Source: an optimization exercise on an open RTL-to-GDS flow (aim: small area, a short achievable clock period and few clock cycles). Production flows keep margins and buffers that such runs may drop.
Function was checked by simulation only, so behaviour that the tests miss may differ from the original.
Power figures rest on the tool's default switching activity, not on a simulated workload.

Setup of build 25:
==> flow/design.v <==
module alu (
    input  [15:0] a,
    input  [15:0] b,
    input  [1:0]  op,
    output [15:0] result
);
    wire sub = op[0];
    wire [15:0] x = a & {16{op[1]}};
    wire [15:0] p, g0;
    genvar i;
    generate
        for (i = 0; i < 16; i = i + 1) begin : pg
            if (i == 0) begin : c0
                pgcell0 c (.x(x[i]), .b(b[i]), .sub(sub), .p(p[i]), .g(g0[i]));
            end else begin : cn
                pgcell c (.x(x[i]), .b(b[i]), .sub(sub), .p(p[i]), .g(g0[i]));
            end
        end
    endgenerate
    wire [15:0] g1, t1, g2, t2, g3, t3, g4;
    generate
        for (i = 0; i < 16; i = i + 1) begin : pre
            if (i >= 1) begin : l1
                pnode n (.gh(g0[i]), .th(p[i]), .gl(g0[i-1]), .tl(p[i-1]), .g(g1[i]), .t(t1[i]));
            end else begin : l1z
                assign g1[i] = g0[i];
                assign t1[i] = p[i];
            end
            if (i >= 2) begin : l2
                pnode n (.gh(g1[i]), .th(t1[i]), .gl(g1[i-2]), .tl(t1[i-2]), .g(g2[i]), .t(t2[i]));
            end else begin : l2z
                assign g2[i] = g1[i];
                assign t2[i] = t1[i];
            end
            if (i >= 4) begin : l3
                pnode n (.gh(g2[i]), .th(t2[i]), .gl(g2[i-4]), .tl(t2[i-4]), .g(g3[i]), .t(t3[i]));
            end else begin : l3z
                assign g3[i] = g2[i];
                assign t3[i] = t2[i];
            end
            if (i >= 8) begin : l4
                gnode n (.gh(g3[i]), .th(t3[i]), .gl(g3[i-8]), .g(g4[i]));
            end else begin : l4z
                assign g4[i] = g3[i];
            end
        end
    endgenerate
    wire [15:0] c = {g4[14:0], sub};
    generate
        for (i = 0; i < 16; i = i + 1) begin : s
            xorcell xs (.a(p[i]), .b(c[i]), .y(result[i]));
        end
    endgenerate
endmodule
module pgcell (
    input  x, b, sub,
    output p, g
);
    wire y = b ^ sub;
    assign p = x ^ y;
    assign g = x & y;
endmodule
module pgcell0 (
    input  x, b, sub,
    output p, g
);
    wire y = b ^ sub;
    assign p = x ^ y;
    assign g = (x & y) | (p & sub);
endmodule
module pnode (
    input  gh, th, gl, tl,
    output g, t
);
    assign g = gh | (th & gl);
    assign t = th & tl;
endmodule
module gnode (
    input  gh, th, gl,
    output g
);
    assign g = gh | (th & gl);
endmodule
module xorcell (
    input  a, b,
    output y
);
    assign y = a ^ b;
endmodule
module rdbit (
    input  [31:0] d,
    input  [31:0] s,
    output        y
);
    wire [3:0] h;
    genvar k;
    generate
        for (k = 0; k < 4; k = k + 1) begin : quad
            rdgroup q (.d(d[8*k +: 8]), .s(s[8*k +: 8]), .yn(h[k]));
        end
    endgenerate
    nand4g o (.a(h[0]), .b(h[1]), .c(h[2]), .d(h[3]), .y(y));
endmodule
module rdgroup (
    input  [7:0] d,
    input  [7:0] s,
    output       yn
);
    wire [3:0] g = ~((d[3:0] & s[3:0]) | (d[7:4] & s[7:4]));
    assign yn = &g;
endmodule
module nand4g (
    input  a, b, c, d,
    output y
);
    assign y = ~(a & b & c & d);
endmodule
module rdport (
    input  [511:0] words,
    input  [31:0]  sello,
    input  [31:0]  selhi,
    output [15:0]  data
);
    genvar b, i;
    generate
        for (b = 0; b < 16; b = b + 1) begin : bt
            wire [31:0] d;
            for (i = 0; i < 32; i = i + 1) begin : w
                assign d[i] = words[16*i+b];
            end
            rdbit r (.d(d), .s(b < 8 ? sello : selhi), .y(data[b]));
        end
    endgenerate
endmodule
module seldual (
    input  [4:0]  addr_a,
    input  [4:0]  addr_b,
    input         en_a,
    output [31:0] sel
);
    wire [3:0] la, lb;
    wire [7:0] ha, hb;
    genvar j, k;
    generate
        for (j = 0; j < 4; j = j + 1) begin : lo
            pre3n pa (.a(addr_a[0] ^ !j[0]), .b(addr_a[1] ^ !j[1]), .c(en_a), .y(la[j]));
            pre3n pb (.a(addr_b[0] ^ !j[0]), .b(addr_b[1] ^ !j[1]), .c(!en_a), .y(lb[j]));
        end
        for (k = 0; k < 8; k = k + 1) begin : hi
            pre3n pa (.a(addr_a[2] ^ !k[0]), .b(addr_a[3] ^ !k[1]), .c(addr_a[4] ^ !k[2]), .y(ha[k]));
            pre3n pb (.a(addr_b[2] ^ !k[0]), .b(addr_b[3] ^ !k[1]), .c(addr_b[4] ^ !k[2]), .y(hb[k]));
        end
        for (k = 0; k < 8; k = k + 1) begin : w
            for (j = 0; j < 4; j = j + 1) begin : m
                o22n o (.a(la[j]), .b(ha[k]), .c(lb[j]), .d(hb[k]), .y(sel[4*k+j]));
            end
        end
    endgenerate
endmodule
module pre3n (
    input  a, b, c,
    output y
);
    assign y = ~(a & b & c);
endmodule
module o22n (
    input  a, b, c, d,
    output y
);
    assign y = ~((a | b) & (c | d));
endmodule
module mu0 (
    input clk,
    input rst,
    input overrideMemControl,
    input overrideMemRnW,
    input [15:0] overrideMemAddr,
    input [15:0] overrideMemDataIn,
    output [15:0] overrideMemDataOut,
    output reg done,
    input start,
    output reg [15:0] pc,
    output reg [15:0] acc
);
    reg [15:0] ir;
    reg accNz;   
    reg running;
    reg oldStart;
    wire restart = oldStart != start;
    wire [3:0] op = ir[15:12];
    wire taken = (op == 4'd4) ||
                 (op == 4'd5 && !acc[15]) ||
                 (op == 4'd6 && accNz);
    wire [4:0] seqAddr = pc[4:0] + {4'b0, op[3]};
    wire [4:0] fetchAddr = restart ? 5'd0 : (taken ? ir[4:0] : seqAddr);
    wire [15:0] nextPc = taken ? {4'b0, ir[11:0]} + 16'd1 : pc + (op[3] ? 16'd2 : 16'd1);
    wire we = running ? (op == 4'd1) : (overrideMemControl && !overrideMemRnW);
    wire [4:0] waddr = running ? ir[4:0] : overrideMemAddr[4:0];
    wire [15:0] wdata = running ? acc : overrideMemDataIn;
    reg [15:0] mem [0:31];
    always @(posedge clk) begin
        if (we) mem[waddr] <= wdata;
    end
    wire [511:0] words;
    genvar i;
    generate
        for (i = 0; i < 32; i = i + 1) begin : wd
            assign words[16*i +: 16] = mem[i];
        end
    endgenerate
    wire [15:0] fetchData;
    wire [15:0] operand;
    wire [31:0] selBlo, selBhi;
    seldual declo (.addr_a(overrideMemAddr[4:0]), .addr_b(ir[4:0]), .en_a(!running), .sel(selBlo));
    seldual dechi (.addr_a(overrideMemAddr[4:0]), .addr_b(ir[4:0]), .en_a(!running), .sel(selBhi));
    rdport portA (.words(words), .sello(32'd1 << fetchAddr), .selhi(32'd1 << fetchAddr), .data(fetchData));
    rdport portB (.words(words), .sello(selBlo), .selhi(selBhi), .data(operand));
    assign overrideMemDataOut = operand;
    wire [15:0] aluResult;
    alu comp (
        .a(acc),
        .b(operand),
        .op(op[1:0]),
        .result(aluResult)
    );
    wire [15:0] nextIr = (we && waddr == fetchAddr) ? wdata : fetchData;
    wire nextStp = nextIr[15:12] == 4'd7;
    always @(posedge clk) begin
        if (rst) begin
            oldStart <= start;
            running <= 1'b0;
            done <= 1'b0;
        end else if (restart) begin
            oldStart <= start;
            running <= 1'b1;
            done <= 1'b0;
        end else if (running && (op == 4'd7 || nextStp)) begin
            running <= 1'b0;
            done <= 1'b1;
        end
    end
    always @(posedge clk) begin
        if (restart) begin
            pc <= 16'd1;
            acc <= 16'd0;
            accNz <= 1'b0;
        end else if (running) begin
            if (op != 4'd7) pc <= nextPc;
            if (op == 4'd0 || op == 4'd2 || op == 4'd3) begin
                acc <= aluResult;
                accNz <= aluResult != 16'd0;
            end
        end
    end
    always @(posedge clk) ir <= nextIr;
endmodule
make LEC_CHECK=0 CAP_MARGIN=20 CORE_MARGIN=2 CORE_UTILIZATION=22 SETUP_SLACK_MARGIN=2.5 SLEW_MARGIN=20 SYNTH_HIERARCHICAL=1 SYNTH_MINIMUM_KEEP_SIZE=0 finish   # period 7.5 ns
run.sh (not shown) runs the stock make flow with config.mk's settings and CLKGATE_MAP_FILE= SYNTH_SCRIPT=/design/flow/synth_recipe.tcl, a recipe that flattens the netlist after the stock synthesis.
Build 25 completed; timing, DRC and antenna clean
Testbench counts of build 25, summed over its fixed seeds: cycles 16,649.
> inputs changed (build 25 -> build 15)
--- a/flow/config.mk
+++ b/flow/config.mk
@@ -9,4 +9,6 @@
 export CORE_MARGIN = 2
-export CORE_UTILIZATION = 22
-export SETUP_SLACK_MARGIN = 2.5
+export CORE_UTILIZATION = 30
+export CTS_CLUSTER_DIAMETER = 110
+export CTS_CLUSTER_SIZE = 27
+export SETUP_SLACK_MARGIN = 2.65
 export SLEW_MARGIN = 20
==> summary.txt <==
The final layout from build 15, which completed every stage, passed the timing, design-rule and antenna checks at the end of the flow.
Max highest cell delay on the worst timing path across build 25 and build 15: build 25
Looking at via count across both flows, build 15 is the stronger of the two, with build 25 trailing.
Compare build 25 and build 15 | count of instances resized after the clock tree is built higher: build 15
Compared to build 25, the router laid down less metal wire for build 15.
Comparing build 15 with build 25, the measured slew at the worst slew-check pin came out essentially unchanged.
Compared build 15 vs build 25, and total power is down in build 15.
Delta(die area, build 15 - build 25) < 0
Of build 25 and build 15, the higher clock transition at the registers of the reported paths belongs to build 15.
A path type of the worst setup path of in2out is what build 15 shows, while in2reg belongs to build 25.
diff inputs: build 15 => build 2
--- a/flow/config.mk
+++ b/flow/config.mk
@@ -10,5 +10,3 @@
 export CORE_UTILIZATION = 30
-export CTS_CLUSTER_DIAMETER = 110
-export CTS_CLUSTER_SIZE = 27
-export SETUP_SLACK_MARGIN = 2.65
+export SETUP_SLACK_MARGIN = 2.8
 export SLEW_MARGIN = 20
Notes after the runs:
- As far as synthesized cell count goes, build 2 and build 15 are indistinguishable; the numbers are identical.
- Looking at switching power total, build 2 sits 380 uW higher than build 15 does.
- Relative to build 15, total chip power has gone up in build 2.
- Taking build 15 as 1.0, build 2 lands at 1.06 on area used by multi-input combinational logic.
- The antenna diode count in build 2 sits 4 above the value recorded for build 15.
- Sequential cell count of the final layout essentially unchanged between build 15 and build 2.
Setup changes, build 2 to build 96
--- a/flow/config.mk
+++ b/flow/config.mk
@@ -9,4 +9,4 @@
 export CORE_MARGIN = 2
-export CORE_UTILIZATION = 30
-export SETUP_SLACK_MARGIN = 2.8
+export CORE_UTILIZATION = 45
+export SETUP_SLACK_MARGIN = 2.5
 export SLEW_MARGIN = 20
### Flow results
[compare] base=build 2 new=build 96: tap cell instance count fell 34%, routed via count decreased 3.8%, minimum period implied by the final worst setup slack went up by 0.11 ns. NOTE: part of the power in the clock network in build 96 exceeds that of build 2. NOTE: number of cells after detailed placement in build 96 falls short of that of build 2. Combinational share of power, build 2 and build 96: lower on build 96. STATUS cell area after layout: build 96 wins against build 2.
### build 96 -> build 82
--- a/flow/config.mk
+++ b/flow/config.mk
@@ -9,4 +9,4 @@
 export CORE_MARGIN = 2
-export CORE_UTILIZATION = 45
-export SETUP_SLACK_MARGIN = 2.5
+export CORE_UTILIZATION = 30
+export SETUP_SLACK_MARGIN = 2.65
 export SLEW_MARGIN = 20
### Flow results
Sequential power of build 96 is on par with build 82. Build 82 vs build 96, power went down by 3.1%. What build 82 reported for well tap count has to be multiplied by 0.66 to get the figure for build 96. Share of cell area taken by multi-input logic gates was higher in the run labelled build 96. In build 82, peak supply drop is lower than in build 96. overrideMemAddr[3] as the launch point of the critical path was reported by build 82, and overrideMemAddr[1] by build 96. In the final reports, the cell area of build 82 is smaller than that of build 96.
## Diff of input files: build 79 against build 82
--- a/flow/config.mk
+++ b/flow/config.mk
@@ -10,2 +10,4 @@
 export CORE_UTILIZATION = 30
+export CTS_CLUSTER_DIAMETER = 80
+export CTS_CLUSTER_SIZE = 20
 export SETUP_SLACK_MARGIN = 2.65
--- outcome ---
- From build 79 to build 82, number of cells in the finished layout apart from fillers did not move at all.
- Per the comparison of build 79 with build 82, total power after layout dropped about 5.6%, buffers plus inverters on the worst setup path climbed 2, total vias in the final route climbed 0.79%.
- For build 79, the capture point of the critical path was overrideMemDataOut[4], unlike build 82, where it was overrideMemDataOut[10].
- Build 79 vs. build 82: global routing met2 resource utilization now larger; register-to-register setup slack now larger; setup slack now smaller; die area comparable; sequential share of power now larger.

[separate check: timing with driven ports]
How much do the figures lean on ideal ports? The routed layouts below were timed once more, with nothing changed but the port constraints. Step 1 sets driving cells, clkbuf_16 on the clock port and buf_2 on the other inputs (assumed; they add their load-dependent delay and slew). Step 2 also shifts input and output timing later by t, the mid clock arrival at the registers, as if the neighbouring blocks saw the same clock. Three values: ideal, step 1, step 2; two values: the first two.
run | shift t [ns] | setup WS [ns] | clock arrival spread, ns
build 25 | 0.704 | 2.336 / 2.233 / 1.679 | 0.020 / 0.019
build 15 | 0.688 | 2.580 / 2.395 / 1.867 | 0.038 / 0.037
build 2 | 0.701 | 2.610 / 2.346 / 1.808 | 0.028 / 0.028
build 96 | 0.676 | 2.502 / 2.395 / 1.915 | 0.040 / 0.040
build 82 | 0.700 | 2.547 / 2.360 / 1.790 | 0.027 / 0.026
build 79 | 0.645 | 2.528 / 2.303 / 1.805 | 0.027 / 0.027
After both steps every run listed still meets setup and hold. The setup slack of build 2, which loses most, moves by -0.264 ns with the drivers and by -0.802 ns with both steps.
